This is an optimization exercise on Yosys and OpenROAD, whose aim is small area, a short achievable clock period and few clock cycles per item, not a production implementation. For this run, only the layout was checked, not whether the RTL still works.

$ cat design/flow/run.sh
#!/bin/bash
# synth_recipe.tcl (not shown) runs the flow's synth.tcl, then flattens the netlist and writes it again
# the make line also repeats each setting of config.mk as NAME=value (left out here)
make -C /OpenROAD-flow-scripts/flow DESIGN_CONFIG=/design/flow/config.mk WORK_HOME=/design/flow/orfs CLKGATE_MAP_FILE= SYNTH_SCRIPT=/design/flow/synth_recipe.tcl finish
$ cat design/flow/config.mk
export PLATFORM = sky130hd
export DESIGN_NAME = cordic_rot_top
export DESIGN_NICKNAME = cordic_rot_top
export VERILOG_FILES = /design/flow/design.v
export SDC_FILE = /design/flow/constraint.sdc
export NUM_CORES = 4
export LEC_CHECK = 0
export ABC_CLOCK_PERIOD_IN_PS = 3000
export CAP_MARGIN = 20
export CORE_MARGIN = 2
export CORE_UTILIZATION = 40
export CTS_CLUSTER_DIAMETER = 100
export CTS_CLUSTER_SIZE = 24
export SETUP_SLACK_MARGIN = 4.6
export SLEW_MARGIN = 20
$ cat design/flow/constraint.sdc
create_clock -name core_clock -period 8.5 [get_ports {clk}]
set_input_delay 1.7000 -clock core_clock [delete_from_list [all_inputs] [get_ports {clk}]]
set_output_delay 1.7000 -clock core_clock [all_outputs]
set_load 0.01 [all_outputs]
$ cat design/flow/design.v
package cordic_pkg;
    localparam int XY_W = 16;
    localparam int ANGLE_W = 32;
    localparam int MAX_ITER = 32;  
    localparam logic signed [31:0] ANG_PI = 32'sh8000_0000;
    localparam logic signed [31:0] ANG_PI_2 = 32'sh4000_0000;
    localparam logic signed [15:0] KINV_Q15 = 16'sd19898;  
    localparam int KINV_SHIFT = 15;
    localparam real PI = 3.14159265358979323846;
    function automatic logic signed [MAX_ITER-1:0] atan_lut(input int unsigned idx);
        case (idx)
          0: atan_lut = 32'sh2000_0000;
          1: atan_lut = 32'sh12E4_051D;
          2: atan_lut = 32'sh09FB_385B;
          3: atan_lut = 32'sh0511_11D4;
          4: atan_lut = 32'sh028B_0D43;
          5: atan_lut = 32'sh0145_77E1;
          6: atan_lut = 32'sh00A2_EC1E;
          7: atan_lut = 32'sh0051_F155;
          8: atan_lut = 32'sh0028_F953;
          9: atan_lut = 32'sh0014_7E6E;
          10: atan_lut = 32'sh000A_7CC8;
          11: atan_lut = 32'sh0005_3E64;
          12: atan_lut = 32'sh0002_9F32;
          13: atan_lut = 32'sh0001_4F99;
          14: atan_lut = 32'sh0000_A7CC;
          15: atan_lut = 32'sh0000_53E6;
          default: atan_lut = 32'sd0;
        endcase
    endfunction
endpackage
module cordic_preproc0 (
    input  logic signed [15:0] x_in,
    input  logic signed [15:0] y_in,
    input  logic [1:0]         q,
    output logic signed [17:0] x0,
    output logic signed [17:0] y0
);
    logic signed [17:0] xe, ye;
    assign xe = 18'(x_in);
    assign ye = 18'(y_in);
    assign x0 = (q == 2'b01) ? -ye : (q == 2'b10) ? ye : xe;
    assign y0 = (q == 2'b01) ? xe : (q == 2'b10) ? -xe : ye;
endmodule
module cordic_preproc (
    input  logic signed [15:0] x_in,
    input  logic signed [15:0] y_in,
    input  logic [1:0]         q,
    output logic signed [17:0] x1,
    output logic signed [17:0] y1
);
    logic signed [17:0] xe, ye, nxe;
    logic swap;                  
    assign xe = 18'(x_in);
    assign ye = 18'(y_in);
    assign nxe = -xe;
    assign swap = q[1] ^ q[0];
    logic [17:0] ax, bx, ay, by;
    logic cx, cy;
    assign ax = swap ? nxe : xe;
    assign bx = q[1] ? ye : ~ye;
    assign cx = ~q[1];
    assign ay = q[1] ? nxe : xe;
    assign by = swap ? ~ye : ye;
    assign cy = swap;
    logic [18:0] sx, sy;
    assign sx = {ax, 1'b1} + {bx, cx};
    assign sy = {ay, 1'b1} + {by, cy};
    assign x1 = sx[18:1];
    assign y1 = sy[18:1];
endmodule
module cordic_rotator (
    input  logic        clk,
    input  logic        rst_n,
    input  logic        ir,
    input  logic        ce,
    input  logic        in_valid,
    input  logic [15:0] x_start,
    input  logic [15:0] y_start,
    input  logic [31:0] angle,
    output logic        pv,
    output logic [31:0] res
);
    logic [16:0] v;
    always_ff @(posedge clk or negedge rst_n) begin
        if (!rst_n) v[0] <= 1'b0;
        else if (ir) v[0] <= in_valid;
    end
    always_ff @(posedge clk or negedge rst_n) begin
        if (!rst_n) v[16:1] <= '0;
        else if (ce) v[16:1] <= v[15:0];
    end
    assign pv = v[16];
    logic [29:0] z_1;
    assign z_1 = {~angle[29], angle[28:0]};
    logic d_0, d_1;
    assign d_0 = angle[31];
    assign d_1 = ~angle[29];
    logic ns_in, nt_in;
    assign ns_in = angle[31] ^ angle[30];
    assign nt_in = angle[31];
    logic signed [17:0] s_in, t_in;
    logic [17:0] sx_e, sy_e, s_a, s_b;
    assign sx_e = 18'($signed(x_start));
    assign sy_e = 18'($signed(y_start));
    assign s_a = sx_e + sy_e;
    assign s_b = ~(sx_e ^ sy_e) + {sx_e[16:0] | sy_e[16:0], 1'b0};
    assign s_in = ns_in ? s_b : s_a;
    logic [17:0] t_w;
    assign t_w = {17'($signed(x_start)), 1'b1} + {~(17'($signed(y_start))), ~nt_in};
    assign t_in = 18'($signed(t_w[17:1]));
    logic [1:0] q_in;
    assign q_in = angle[31:30];
    logic [1:0] q_in_r;
    always_ff @(posedge clk) if (ir) q_in_r <= q_in;
    logic signed [17:0] s_in_r;
    always_ff @(posedge clk) if (ir) s_in_r <= s_in;
    logic signed [17:0] t_in_r;
    always_ff @(posedge clk) if (ir) t_in_r <= t_in;
    logic [29:0] z_1_r;
    always_ff @(posedge clk) if (ir) z_1_r <= z_1;
    logic d_1_s0;
    assign d_1_s0 = z_1_r[29];
    logic signed [17:0] x_1, y_1;
    always_comb begin
        case (q_in_r)
            2'b00: begin x_1 = t_in_r; y_1 = s_in_r; end
            2'b11: begin x_1 = s_in_r; y_1 = ~t_in_r; end
            2'b01: begin x_1 = ~s_in_r; y_1 = t_in_r; end
            default: begin x_1 = ~t_in_r; y_1 = ~s_in_r; end
        endcase
    end
    logic signed [17:0] x_2, y_2;
    logic signed [17:0] x_1_sh, y_1_sh;
    assign x_1_sh = x_1 >>> 1;
    assign y_1_sh = y_1 >>> 1;
    logic [18:0] x_2_w, y_2_w;
    assign x_2_w = {x_1, 1'b1} + {(d_1_s0 ? y_1_sh : ~y_1_sh), ~d_1_s0};
    assign y_2_w = {y_1, 1'b1} + {(d_1_s0 ? ~x_1_sh : x_1_sh), d_1_s0};
    assign x_2 = x_2_w[18:1];
    assign y_2 = y_2_w[18:1];
    logic [29:0] z_2;
    assign z_2 = z_1_r[29:0] + (d_1_s0 ? 30'h12E4051D : 30'h2D1BFAE3);
    logic d_2;
    assign d_2 = z_2[29];
    logic signed [17:0] x_2_r;
    always_ff @(posedge clk) if (ce) x_2_r <= x_2;
    logic signed [17:0] y_2_r;
    always_ff @(posedge clk) if (ce) y_2_r <= y_2;
    logic [29:0] z_2_r;
    always_ff @(posedge clk) if (ce) z_2_r <= z_2;
    logic d_2_s1;
    assign d_2_s1 = z_2_r[29];
    logic signed [17:0] x_3, y_3;
    logic signed [17:0] x_2_r_sh, y_2_r_sh;
    assign x_2_r_sh = x_2_r >>> 2;
    assign y_2_r_sh = y_2_r >>> 2;
    logic [18:0] x_3_w, y_3_w;
    assign x_3_w = {x_2_r, 1'b1} + {(d_2_s1 ? y_2_r_sh : ~y_2_r_sh), ~d_2_s1};
    assign y_3_w = {y_2_r, 1'b1} + {(d_2_s1 ? ~x_2_r_sh : x_2_r_sh), d_2_s1};
    assign x_3 = x_3_w[18:1];
    assign y_3 = y_3_w[18:1];
    logic [28:0] z_3;
    assign z_3 = z_2_r[28:0] + (d_2_s1 ? 29'h9FB385B : 29'h1604C7A5);
    logic d_3;
    assign d_3 = z_3[28];
    logic signed [17:0] x_3_r;
    always_ff @(posedge clk) if (ce) x_3_r <= x_3;
    logic signed [17:0] y_3_r;
    always_ff @(posedge clk) if (ce) y_3_r <= y_3;
    logic [28:0] z_3_r;
    always_ff @(posedge clk) if (ce) z_3_r <= z_3;
    logic d_3_s2;
    assign d_3_s2 = z_3_r[28];
    logic signed [17:0] x_4, y_4;
    logic signed [17:0] x_3_r_sh, y_3_r_sh;
    assign x_3_r_sh = x_3_r >>> 3;
    assign y_3_r_sh = y_3_r >>> 3;
    logic [18:0] x_4_w, y_4_w;
    assign x_4_w = {x_3_r, 1'b1} + {(d_3_s2 ? y_3_r_sh : ~y_3_r_sh), ~d_3_s2};
    assign y_4_w = {y_3_r, 1'b1} + {(d_3_s2 ? ~x_3_r_sh : x_3_r_sh), d_3_s2};
    assign x_4 = x_4_w[18:1];
    assign y_4 = y_4_w[18:1];
    logic [27:0] z_4;
    assign z_4 = z_3_r[27:0] + (d_3_s2 ? 28'h51111D4 : 28'hAEEEE2C);
    logic d_4;
    assign d_4 = z_4[27];
    logic signed [17:0] x_4_r;
    always_ff @(posedge clk) if (ce) x_4_r <= x_4;
    logic signed [17:0] y_4_r;
    always_ff @(posedge clk) if (ce) y_4_r <= y_4;
    logic [27:0] z_4_r;
    always_ff @(posedge clk) if (ce) z_4_r <= z_4;
    logic d_4_s3;
    assign d_4_s3 = z_4_r[27];
    logic signed [17:0] x_5, y_5;
    logic signed [17:0] x_4_r_sh, y_4_r_sh;
    assign x_4_r_sh = x_4_r >>> 4;
    assign y_4_r_sh = y_4_r >>> 4;
    logic [18:0] x_5_w, y_5_w;
    assign x_5_w = {x_4_r, 1'b1} + {(d_4_s3 ? y_4_r_sh : ~y_4_r_sh), ~d_4_s3};
    assign y_5_w = {y_4_r, 1'b1} + {(d_4_s3 ? ~x_4_r_sh : x_4_r_sh), d_4_s3};
    assign x_5 = x_5_w[18:1];
    assign y_5 = y_5_w[18:1];
    logic [26:0] z_5;
    assign z_5 = z_4_r[26:0] + (d_4_s3 ? 27'h28B0D43 : 27'h574F2BD);
    logic d_5;
    assign d_5 = z_5[26];
    logic signed [17:0] x_5_r;
    always_ff @(posedge clk) if (ce) x_5_r <= x_5;
    logic signed [17:0] y_5_r;
    always_ff @(posedge clk) if (ce) y_5_r <= y_5;
    logic [26:0] z_5_r;
    always_ff @(posedge clk) if (ce) z_5_r <= z_5;
    logic d_5_s4;
    assign d_5_s4 = z_5_r[26];
    logic signed [17:0] x_6, y_6;
    logic signed [17:0] x_5_r_sh, y_5_r_sh;
    assign x_5_r_sh = x_5_r >>> 5;
    assign y_5_r_sh = y_5_r >>> 5;
    logic [18:0] x_6_w, y_6_w;
    assign x_6_w = {x_5_r, 1'b1} + {(d_5_s4 ? y_5_r_sh : ~y_5_r_sh), ~d_5_s4};
    assign y_6_w = {y_5_r, 1'b1} + {(d_5_s4 ? ~x_5_r_sh : x_5_r_sh), d_5_s4};
    assign x_6 = x_6_w[18:1];
    assign y_6 = y_6_w[18:1];
    logic [25:0] z_6;
    assign z_6 = z_5_r[25:0] + (d_5_s4 ? 26'h14577E1 : 26'h2BA881F);
    logic d_6;
    assign d_6 = z_6[25];
    logic signed [17:0] x_6_r;
    always_ff @(posedge clk) if (ce) x_6_r <= x_6;
    logic signed [17:0] y_6_r;
    always_ff @(posedge clk) if (ce) y_6_r <= y_6;
    logic [25:0] z_6_r;
    always_ff @(posedge clk) if (ce) z_6_r <= z_6;
    logic d_6_s5;
    assign d_6_s5 = z_6_r[25];
    logic signed [17:0] x_7, y_7;
    logic signed [17:0] x_6_r_sh, y_6_r_sh;
    assign x_6_r_sh = x_6_r >>> 6;
    assign y_6_r_sh = y_6_r >>> 6;
    logic [18:0] x_7_w, y_7_w;
    assign x_7_w = {x_6_r, 1'b1} + {(d_6_s5 ? y_6_r_sh : ~y_6_r_sh), ~d_6_s5};
    assign y_7_w = {y_6_r, 1'b1} + {(d_6_s5 ? ~x_6_r_sh : x_6_r_sh), d_6_s5};
    assign x_7 = x_7_w[18:1];
    assign y_7 = y_7_w[18:1];
    logic [24:0] z_7;
    assign z_7 = z_6_r[24:0] + (d_6_s5 ? 25'hA2EC1E : 25'h15D13E2);
    logic d_7;
    assign d_7 = z_7[24];
    logic signed [17:0] x_7_r;
    always_ff @(posedge clk) if (ce) x_7_r <= x_7;
    logic signed [17:0] y_7_r;
    always_ff @(posedge clk) if (ce) y_7_r <= y_7;
    logic [24:0] z_7_r;
    always_ff @(posedge clk) if (ce) z_7_r <= z_7;
    logic d_7_s6;
    assign d_7_s6 = z_7_r[24];
    logic signed [17:0] x_8, y_8;
    logic signed [17:0] x_7_r_sh, y_7_r_sh;
    assign x_7_r_sh = x_7_r >>> 7;
    assign y_7_r_sh = y_7_r >>> 7;
    logic [18:0] x_8_w, y_8_w;
    assign x_8_w = {x_7_r, 1'b1} + {(d_7_s6 ? y_7_r_sh : ~y_7_r_sh), ~d_7_s6};
    assign y_8_w = {y_7_r, 1'b1} + {(d_7_s6 ? ~x_7_r_sh : x_7_r_sh), d_7_s6};
    assign x_8 = x_8_w[18:1];
    assign y_8 = y_8_w[18:1];
    logic [23:0] z_8;
    assign z_8 = z_7_r[23:0] + (d_7_s6 ? 24'h51F155 : 24'hAE0EAB);
    logic d_8;
    assign d_8 = z_8[23];
    logic signed [17:0] x_8_r;
    always_ff @(posedge clk) if (ce) x_8_r <= x_8;
    logic signed [17:0] y_8_r;
    always_ff @(posedge clk) if (ce) y_8_r <= y_8;
    logic [23:0] z_8_r;
    always_ff @(posedge clk) if (ce) z_8_r <= z_8;
    logic d_8_s7;
    assign d_8_s7 = z_8_r[23];
    logic signed [17:0] x_9, y_9;
    logic signed [17:0] x_8_r_sh, y_8_r_sh;
    assign x_8_r_sh = x_8_r >>> 8;
    assign y_8_r_sh = y_8_r >>> 8;
    logic [18:0] x_9_w, y_9_w;
    assign x_9_w = {x_8_r, 1'b1} + {(d_8_s7 ? y_8_r_sh : ~y_8_r_sh), ~d_8_s7};
    assign y_9_w = {y_8_r, 1'b1} + {(d_8_s7 ? ~x_8_r_sh : x_8_r_sh), d_8_s7};
    assign x_9 = x_9_w[18:1];
    assign y_9 = y_9_w[18:1];
    logic [22:0] z_9;
    assign z_9 = z_8_r[22:0] + (d_8_s7 ? 23'h28F953 : 23'h5706AD);
    logic d_9;
    assign d_9 = z_9[22];
    logic signed [17:0] x_9_r;
    always_ff @(posedge clk) if (ce) x_9_r <= x_9;
    logic signed [17:0] y_9_r;
    always_ff @(posedge clk) if (ce) y_9_r <= y_9;
    logic [22:0] z_9_r;
    always_ff @(posedge clk) if (ce) z_9_r <= z_9;
    logic d_9_s8;
    assign d_9_s8 = z_9_r[22];
    logic signed [17:0] x_10, y_10;
    logic signed [17:0] x_9_r_sh, y_9_r_sh;
    assign x_9_r_sh = x_9_r >>> 9;
    assign y_9_r_sh = y_9_r >>> 9;
    logic [18:0] x_10_w, y_10_w;
    assign x_10_w = {x_9_r, 1'b1} + {(d_9_s8 ? y_9_r_sh : ~y_9_r_sh), ~d_9_s8};
    assign y_10_w = {y_9_r, 1'b1} + {(d_9_s8 ? ~x_9_r_sh : x_9_r_sh), d_9_s8};
    assign x_10 = x_10_w[18:1];
    assign y_10 = y_10_w[18:1];
    logic [21:0] z_10;
    assign z_10 = z_9_r[21:0] + (d_9_s8 ? 22'h147E6E : 22'h2B8192);
    logic d_10;
    assign d_10 = z_10[21];
    logic signed [17:0] x_10_r;
    always_ff @(posedge clk) if (ce) x_10_r <= x_10;
    logic signed [17:0] y_10_r;
    always_ff @(posedge clk) if (ce) y_10_r <= y_10;
    logic [21:0] z_10_r;
    always_ff @(posedge clk) if (ce) z_10_r <= z_10;
    logic d_10_s9;
    assign d_10_s9 = z_10_r[21];
    logic signed [17:0] x_11, y_11;
    logic signed [17:0] x_10_r_sh, y_10_r_sh;
    assign x_10_r_sh = x_10_r >>> 10;
    assign y_10_r_sh = y_10_r >>> 10;
    logic [18:0] x_11_w, y_11_w;
    assign x_11_w = {x_10_r, 1'b1} + {(d_10_s9 ? y_10_r_sh : ~y_10_r_sh), ~d_10_s9};
    assign y_11_w = {y_10_r, 1'b1} + {(d_10_s9 ? ~x_10_r_sh : x_10_r_sh), d_10_s9};
    assign x_11 = x_11_w[18:1];
    assign y_11 = y_11_w[18:1];
    logic [20:0] z_11;
    assign z_11 = z_10_r[20:0] + (d_10_s9 ? 21'hA7CC8 : 21'h158338);
    logic d_11;
    assign d_11 = z_11[20];
    logic signed [17:0] x_11_r;
    always_ff @(posedge clk) if (ce) x_11_r <= x_11;
    logic signed [17:0] y_11_r;
    always_ff @(posedge clk) if (ce) y_11_r <= y_11;
    logic [20:0] z_11_r;
    always_ff @(posedge clk) if (ce) z_11_r <= z_11;
    logic d_11_s10;
    assign d_11_s10 = z_11_r[20];
    logic signed [17:0] x_12, y_12;
    logic signed [17:0] x_11_r_sh, y_11_r_sh;
    assign x_11_r_sh = x_11_r >>> 11;
    assign y_11_r_sh = y_11_r >>> 11;
    logic [18:0] x_12_w, y_12_w;
    assign x_12_w = {x_11_r, 1'b1} + {(d_11_s10 ? y_11_r_sh : ~y_11_r_sh), ~d_11_s10};
    assign y_12_w = {y_11_r, 1'b1} + {(d_11_s10 ? ~x_11_r_sh : x_11_r_sh), d_11_s10};
    assign x_12 = x_12_w[18:1];
    assign y_12 = y_12_w[18:1];
    logic [19:0] z_12;
    assign z_12 = z_11_r[19:0] + (d_11_s10 ? 20'h53E64 : 20'hAC19C);
    logic d_12;
    assign d_12 = z_12[19];
    logic signed [17:0] x_12_r;
    always_ff @(posedge clk) if (ce) x_12_r <= x_12;
    logic signed [17:0] y_12_r;
    always_ff @(posedge clk) if (ce) y_12_r <= y_12;
    logic [19:0] z_12_r;
    always_ff @(posedge clk) if (ce) z_12_r <= z_12;
    logic d_12_s11;
    assign d_12_s11 = z_12_r[19];
    logic signed [17:0] x_13, y_13;
    logic signed [17:0] x_12_r_sh, y_12_r_sh;
    assign x_12_r_sh = x_12_r >>> 12;
    assign y_12_r_sh = y_12_r >>> 12;
    logic [18:0] x_13_w, y_13_w;
    assign x_13_w = {x_12_r, 1'b1} + {(d_12_s11 ? y_12_r_sh : ~y_12_r_sh), ~d_12_s11};
    assign y_13_w = {y_12_r, 1'b1} + {(d_12_s11 ? ~x_12_r_sh : x_12_r_sh), d_12_s11};
    assign x_13 = x_13_w[18:1];
    assign y_13 = y_13_w[18:1];
    logic [18:0] z_13;
    assign z_13 = z_12_r[18:0] + (d_12_s11 ? 19'h29F32 : 19'h560CE);
    logic d_13;
    assign d_13 = z_13[18];
    logic signed [17:0] x_13_r;
    always_ff @(posedge clk) if (ce) x_13_r <= x_13;
    logic signed [17:0] y_13_r;
    always_ff @(posedge clk) if (ce) y_13_r <= y_13;
    logic [18:0] z_13_r;
    always_ff @(posedge clk) if (ce) z_13_r <= z_13;
    logic d_13_s12;
    assign d_13_s12 = z_13_r[18];
    logic signed [17:0] x_14, y_14;
    logic signed [17:0] x_13_r_sh, y_13_r_sh;
    assign x_13_r_sh = x_13_r >>> 13;
    assign y_13_r_sh = y_13_r >>> 13;
    logic [18:0] x_14_w, y_14_w;
    assign x_14_w = {x_13_r, 1'b1} + {(d_13_s12 ? y_13_r_sh : ~y_13_r_sh), ~d_13_s12};
    assign y_14_w = {y_13_r, 1'b1} + {(d_13_s12 ? ~x_13_r_sh : x_13_r_sh), d_13_s12};
    assign x_14 = x_14_w[18:1];
    assign y_14 = y_14_w[18:1];
    logic [17:0] z_14;
    assign z_14 = z_13_r[17:0] + (d_13_s12 ? 18'h14F99 : 18'h2B067);
    logic d_14;
    assign d_14 = z_14[17];
    logic signed [17:0] x_14_r;
    always_ff @(posedge clk) if (ce) x_14_r <= x_14;
    logic signed [17:0] y_14_r;
    always_ff @(posedge clk) if (ce) y_14_r <= y_14;
    logic [17:0] z_14_r;
    always_ff @(posedge clk) if (ce) z_14_r <= z_14;
    logic d_14_s13;
    assign d_14_s13 = z_14_r[17];
    logic signed [17:0] x_15, y_15;
    logic signed [17:0] x_14_r_sh, y_14_r_sh;
    assign x_14_r_sh = x_14_r >>> 14;
    assign y_14_r_sh = y_14_r >>> 14;
    logic [18:0] x_15_w, y_15_w;
    assign x_15_w = {x_14_r, 1'b1} + {(d_14_s13 ? y_14_r_sh : ~y_14_r_sh), ~d_14_s13};
    assign y_15_w = {y_14_r, 1'b1} + {(d_14_s13 ? ~x_14_r_sh : x_14_r_sh), d_14_s13};
    assign x_15 = x_15_w[18:1];
    assign y_15 = y_15_w[18:1];
    logic [16:0] z_15;
    assign z_15 = z_14_r[16:0] + (d_14_s13 ? 17'hA7CC : 17'h15834);
    logic d_15;
    assign d_15 = z_15[16];
    logic [0:0] d_15_r;
    always_ff @(posedge clk) if (ce) d_15_r <= d_15;
    logic signed [17:0] x_15_r;
    always_ff @(posedge clk) if (ce) x_15_r <= x_15;
    logic signed [17:0] y_15_r;
    always_ff @(posedge clk) if (ce) y_15_r <= y_15;
    logic signed [17:0] x_16, y_16;
    logic signed [17:0] x_15_r_sh, y_15_r_sh;
    assign x_15_r_sh = x_15_r >>> 15;
    assign y_15_r_sh = y_15_r >>> 15;
    logic [18:0] x_16_w, y_16_w;
    assign x_16_w = {x_15_r, 1'b1} + {(d_15_r ? y_15_r_sh : ~y_15_r_sh), ~d_15_r};
    assign y_16_w = {y_15_r, 1'b1} + {(d_15_r ? ~x_15_r_sh : x_15_r_sh), d_15_r};
    assign x_16 = x_16_w[18:1];
    assign y_16 = y_16_w[18:1];
    logic signed [17:0] x_16_r;
    always_ff @(posedge clk) if (ce) x_16_r <= x_16;
    logic signed [17:0] y_16_r;
    always_ff @(posedge clk) if (ce) y_16_r <= y_16;
    logic [30:0] c_e;
    assign c_e = 31'(x_16_r);
    logic [30:0] c_t [0:5];
    assign c_t[0] = c_e << 14;
    assign c_t[1] = c_e << 12;
    assign c_t[2] = (~c_e) << 9;
    assign c_t[3] = (~c_e) << 6;
    assign c_t[4] = (~c_e) << 3;
    assign c_t[5] = c_e << 1;
    logic [17:0] c_lo;
    assign c_lo = 18'(c_t[0][14:0]) + 18'(c_t[1][14:0]) + 18'(c_t[2][14:0]) + 18'(c_t[3][14:0]) + 18'(c_t[4][14:0]) + 18'(c_t[5][14:0]) + 18'd584;
    logic [15:0] c_ha;
    assign c_ha = c_t[0][30:15] + c_t[1][30:15] + c_t[2][30:15];
    logic [15:0] c_hb;
    assign c_hb = c_t[3][30:15] + c_t[4][30:15] + c_t[5][30:15];
    logic [2:0] c_cr;
    logic [15:0] c_har, c_hbr;
    always_ff @(posedge clk) if (ce) begin c_cr <= c_lo[17:15]; c_har <= c_ha; c_hbr <= c_hb; end
    logic [15:0] c_o;
    assign c_o = c_har + c_hbr + 16'(c_cr);
    logic [30:0] s_e;
    assign s_e = 31'(y_16_r);
    logic [30:0] s_t [0:5];
    assign s_t[0] = s_e << 14;
    assign s_t[1] = s_e << 12;
    assign s_t[2] = (~s_e) << 9;
    assign s_t[3] = (~s_e) << 6;
    assign s_t[4] = (~s_e) << 3;
    assign s_t[5] = s_e << 1;
    logic [17:0] s_lo;
    assign s_lo = 18'(s_t[0][14:0]) + 18'(s_t[1][14:0]) + 18'(s_t[2][14:0]) + 18'(s_t[3][14:0]) + 18'(s_t[4][14:0]) + 18'(s_t[5][14:0]) + 18'd584;
    logic [15:0] s_ha;
    assign s_ha = s_t[0][30:15] + s_t[1][30:15] + s_t[2][30:15];
    logic [15:0] s_hb;
    assign s_hb = s_t[3][30:15] + s_t[4][30:15] + s_t[5][30:15];
    logic [2:0] s_cr;
    logic [15:0] s_har, s_hbr;
    always_ff @(posedge clk) if (ce) begin s_cr <= s_lo[17:15]; s_har <= s_ha; s_hbr <= s_hb; end
    logic [15:0] s_o;
    assign s_o = s_har + s_hbr + 16'(s_cr);
    assign res = {c_o, s_o};
endmodule
module cordic_rot_top (
    input logic clk,
    input logic rst_n,
    input logic in_valid,
    output logic in_ready,
    input logic signed [15:0] x_start,
    input logic signed [15:0] y_start,
    input logic signed [31:0] angle,
    output logic out_valid,
    input logic out_ready,
    output logic signed [15:0] cosine,
    output logic signed [15:0] sine
);
    logic ir, ce;
    logic pv;
    logic [31:0] pres;
    cordic_rotator u_rot (
        .clk(clk), .rst_n(rst_n), .ir(ir), .ce(ce), .in_valid(in_valid),
        .x_start(x_start), .y_start(y_start), .angle(angle),
        .pv(pv), .res(pres)
    );
    logic [31:0] main_q, skid_q;
    logic ov, sv;
    logic push, pop, sv_n;
    assign push = ce & pv;
    assign pop = ov & out_ready;
    assign sv_n = sv ? ~pop : (push & ov & ~pop);
    always_ff @(posedge clk) begin
        if (push) skid_q <= pres;
        if (~ov | out_ready) main_q <= sv ? skid_q : pres;
    end
    always_ff @(posedge clk or negedge rst_n) begin
        if (!rst_n) begin
            ov <= 1'b0;
            sv <= 1'b0;
            ir <= 1'b1;
            ce <= 1'b0;
        end else begin
            if (~ov | out_ready) ov <= sv | push;
            sv <= sv_n;
            ir <= ~sv_n;
            ce <= ~sv_n;
        end
    end
    assign in_ready = ir;
    assign out_valid = ov;
    assign cosine = main_q[31:16];
    assign sine = main_q[15:0];
endmodule
==> reports/metrics.yaml <==
yosys:
  synth.distinct_cells: 92
  synth_area_leaders: "edfxtp_1, ha_1, xnor2_1, xor2_1, a21oi_1"
  synth_nets: 8811
  synthArstFlopShare: 0.0196
  synth_edf_count: 1050
  synth_area_leader_cell: "edfxtp_1"
  ys_seq_elements: 1071
  syn_area_um2: 81200
  synthCells: 7620
  ys_warn_count: 4
  yosysSeqAreaShare: 0.395
  ys_dominant_reg_cell: "edfxtp_1"
  synth.avg_cell_area_um2: 10.7
  synth_top_area_share: 0.388
global_routing:
  grt_pass1_wl_um: 268000
  grt_overflow: 0
  grt_util_all_layers: 0.157
  grt_pass1_vias: 54900
  antenna_found_initial: 6
  grt_max_degree: 195
placed_design:
  dpl_cell_area_um2: 85600
  place.port_buffers: 101
  gp_congestion: 0.864
  dp_hpwl_um: 126000
clock_tree:
  cts_tree: "yes"
  cts_root_buf: "clkbuf_16"
  cts.sinks: 1071
  clkTransAtPathRegs_ps: 90
  clkLatencyLatePin_ps: 730
  clockBufferDepth: 3
  cts_buffers: 67
  htreeDepth: 3
  holdBufCountCts: 0
die:
  die_area_um2: 207000
  rows: 165
  die_w_um: 455
  start_util: 0.402
  die_height_um: 455
  ios: 102
  coreArea_um2: 202000
cells_and_area:
  fillers: 18800
  mostFrequentLayoutCells: "edfxtp_1, ha_1, xnor2_1"
  drive_gt1_frac: 0.0506
  nets: 8966
  area_growth_pct: 9.22
  design_area_um2: 88700
  final_common_cell: "edfxtp_1"
timing:
  period_minus_slack_ps: 3870
  rsz0062_at_grt: "false"
  fmax_ghz: 0.258
  fin_skew_ps: 50.0
  tns_ps: 0
  slew_headroom: 0.194
  finalHoldViolCount: 0
  post-route-period-util: 0.456
  drv_slew: 0
  worst_slew_pin_slew_ps: 1210
  final-setup-viol-count: 0
setup_path:
  path_class: "input port to register"
  r2r_cells: 13
  worstReg2RegStart: "u_rot.z_7_r[24]$_DFFE_PP_"
  worst_setup_path_start_kind: "input port"
  startpoint: "y_start[2]"
  rrSetupSlack_ps: 4710
  cp.required_ps: 8950
  r2r_end: "u_rot.z_8_r[22]$_DFFE_PP_"
  setup.worst_path.end_class: "register"
  cp.arrival_ps: 4330
  cp-endpoint: "u_rot.s_in_r[15]$_DFFE_PP_"
  crit_fanout: 5
flow_run:
  drv_cap: 0
detailed_routing:
  wl_um: 164000
  viasPerCell: 5.24
  routedWlPerCell_um: 15.7
  detail-route-antenna-nets: 0
  drc_errors: 0
  via_count: 55000
  first_pass_iters: 5
  drt_iter0_drc: 2667
min_path:
  min_path_type: "register to register"
outcome:
  status: "complete, no violations"
-- worst min path at each step --
| stage | startpoint | endpoint | slack, ps | cells past startpoint |
|---|---|---|---|---|
| 2_1_floorplan | u_rot.z_9_r[0]$_DFFE_PP_ | u_rot.z_10_r[0]$_DFFE_PP_ | 400 | 0 |
| 3_3_place_gp | u_rot.z_6_r[0]$_DFFE_PP_ | u_rot.z_7_r[0]$_DFFE_PP_ | 410 | 0 |
| 3_5_place_dp | u_rot.z_9_r[0]$_DFFE_PP_ | u_rot.z_10_r[0]$_DFFE_PP_ | 400 | 0 |
| 4_1_cts | u_rot.z_9_r[0]$_DFFE_PP_ | u_rot.z_10_r[0]$_DFFE_PP_ | 430 | 0 |
| 5_1_grt | u_rot.z_12_r[0]$_DFFE_PP_ | u_rot.z_13_r[0]$_DFFE_PP_ | 430 | 0 |
| 6_report | u_rot.z_9_r[0]$_DFFE_PP_ | u_rot.z_10_r[0]$_DFFE_PP_ | 430 | 0 |
-- sequential cells by signal, indices dropped and copies added (netlist names), 24 cells and up --
signal	flops
u_rot.z_4_r	28
u_rot.z_2_r	30
skid_q	32
u_rot.z_7_r	25
u_rot.z_1_r	30
u_rot.z_5_r	27
main_q	32
u_rot.z_3_r	29
u_rot.z_8_r	24
u_rot.z_6_r	26
-- per-stage QoR --
step	utilization	setup slack [ps]	hold slack (ps)	instances
finish	0.439	4630	425	10500
global route	0.439	4570	434	10500
CTS	0.437	4580	426	10500
detailed placement	0.424	3380	405	10300
global placement	0.424	3380	406	10300
floorplan	-	835	400	7620
-- per-layer routing --
metal / share of wire / GRT usage / up-vias
met2: 0.51 / 0.297 / 698
li1: - / - / 28300
met4: 0.037 / 0.0545 / 2
met3: 0.026 / 0.0196 / 272
met1: 0.42 / 0.179 / 25700
met5: 0.000055 / 0 / -
-- synth_stat cells, types with 108 or more instances --
master and number:
a21oi_1 593, o21ai_0 277, nand3_1 152, nor3_1 129
a21o_1 290, o21bai_1 170, edfxtp_1 1050, nand2_1 303
o21a_1 108, xnor2_1 772, nor2_1 420, ha_1 1020
xor2_1 396, inv_1 565
-- critical path, cell delays in order --
cell	delay (ps)
clkdlybuf4s15_1	260
inv_1	120
ha_4	300
inv_2	70
fa_2	400
a21o_1	240
a31oi_4	210
o21ai_2	100
nand2b_1	150
a31oi_4	130
a31oi_4	220
xnor2_1	100
a221o_1	310
-- kinds of logic after synthesis --
| group | count (synthesis) | synth area share |
|---|---|---|
| adders and majority gates | 1123 | 0.183 |
| and+or+nand+nor | 1522 | 0.0938 |
| xor gates and xnor gates | 1168 | 0.126 |
| AOI/OAI and AO/OA | 1987 | 0.161 |
| buffers and inverters | 668 | 0.0312 |
| DFF | 1071 | 0.395 |
| muxes | 81 | 0.0108 |
-- area by class of cell --
class                      count  area (um^2)  area share
clock buffer                  76         1730      0.0195
antenna                        2         5.00   0.0000564
timing repair buffer         184         1780      0.0200
clock inverter                39          561     0.00632
sequential                  1071        32100       0.361
tap                         2672         3340      0.0377
multi-input combinational   5881        47000       0.530
inverter                     570         2180      0.0245
-- repair_timing --
action	in CTS	in global routing
resized for setup	47	72
setup endpoints to repair	61	69
pin swaps	3	12
gates cloned	0	0
buffers inserted	15	29

==> static timing again, ports no longer ideal <==
The flow's constraints put no driver on any port. The routed layout listed below was extracted and timed again, unchanged, in two steps.
Step 1 assumes that a clkbuf_16 drives the clock port and a buf_2 every other input.
Step 2 also shifts input and output timing later by t, the mid clock arrival at the registers, as if the neighbouring blocks saw the same clock.
Slacks: ideal ports / drivers / drivers and shift; pairs: ideal ports / drivers.
t, ns: 0.780
slack for setup (ns): 4.626 / 4.581 / 3.801
latest minus earliest clock arrival (ns): 0.057 / 0.057
After both steps this run still meets setup and hold. For this run, drivers alone change the setup slack by -0.045 ns; drivers and shift together by -0.825 ns.
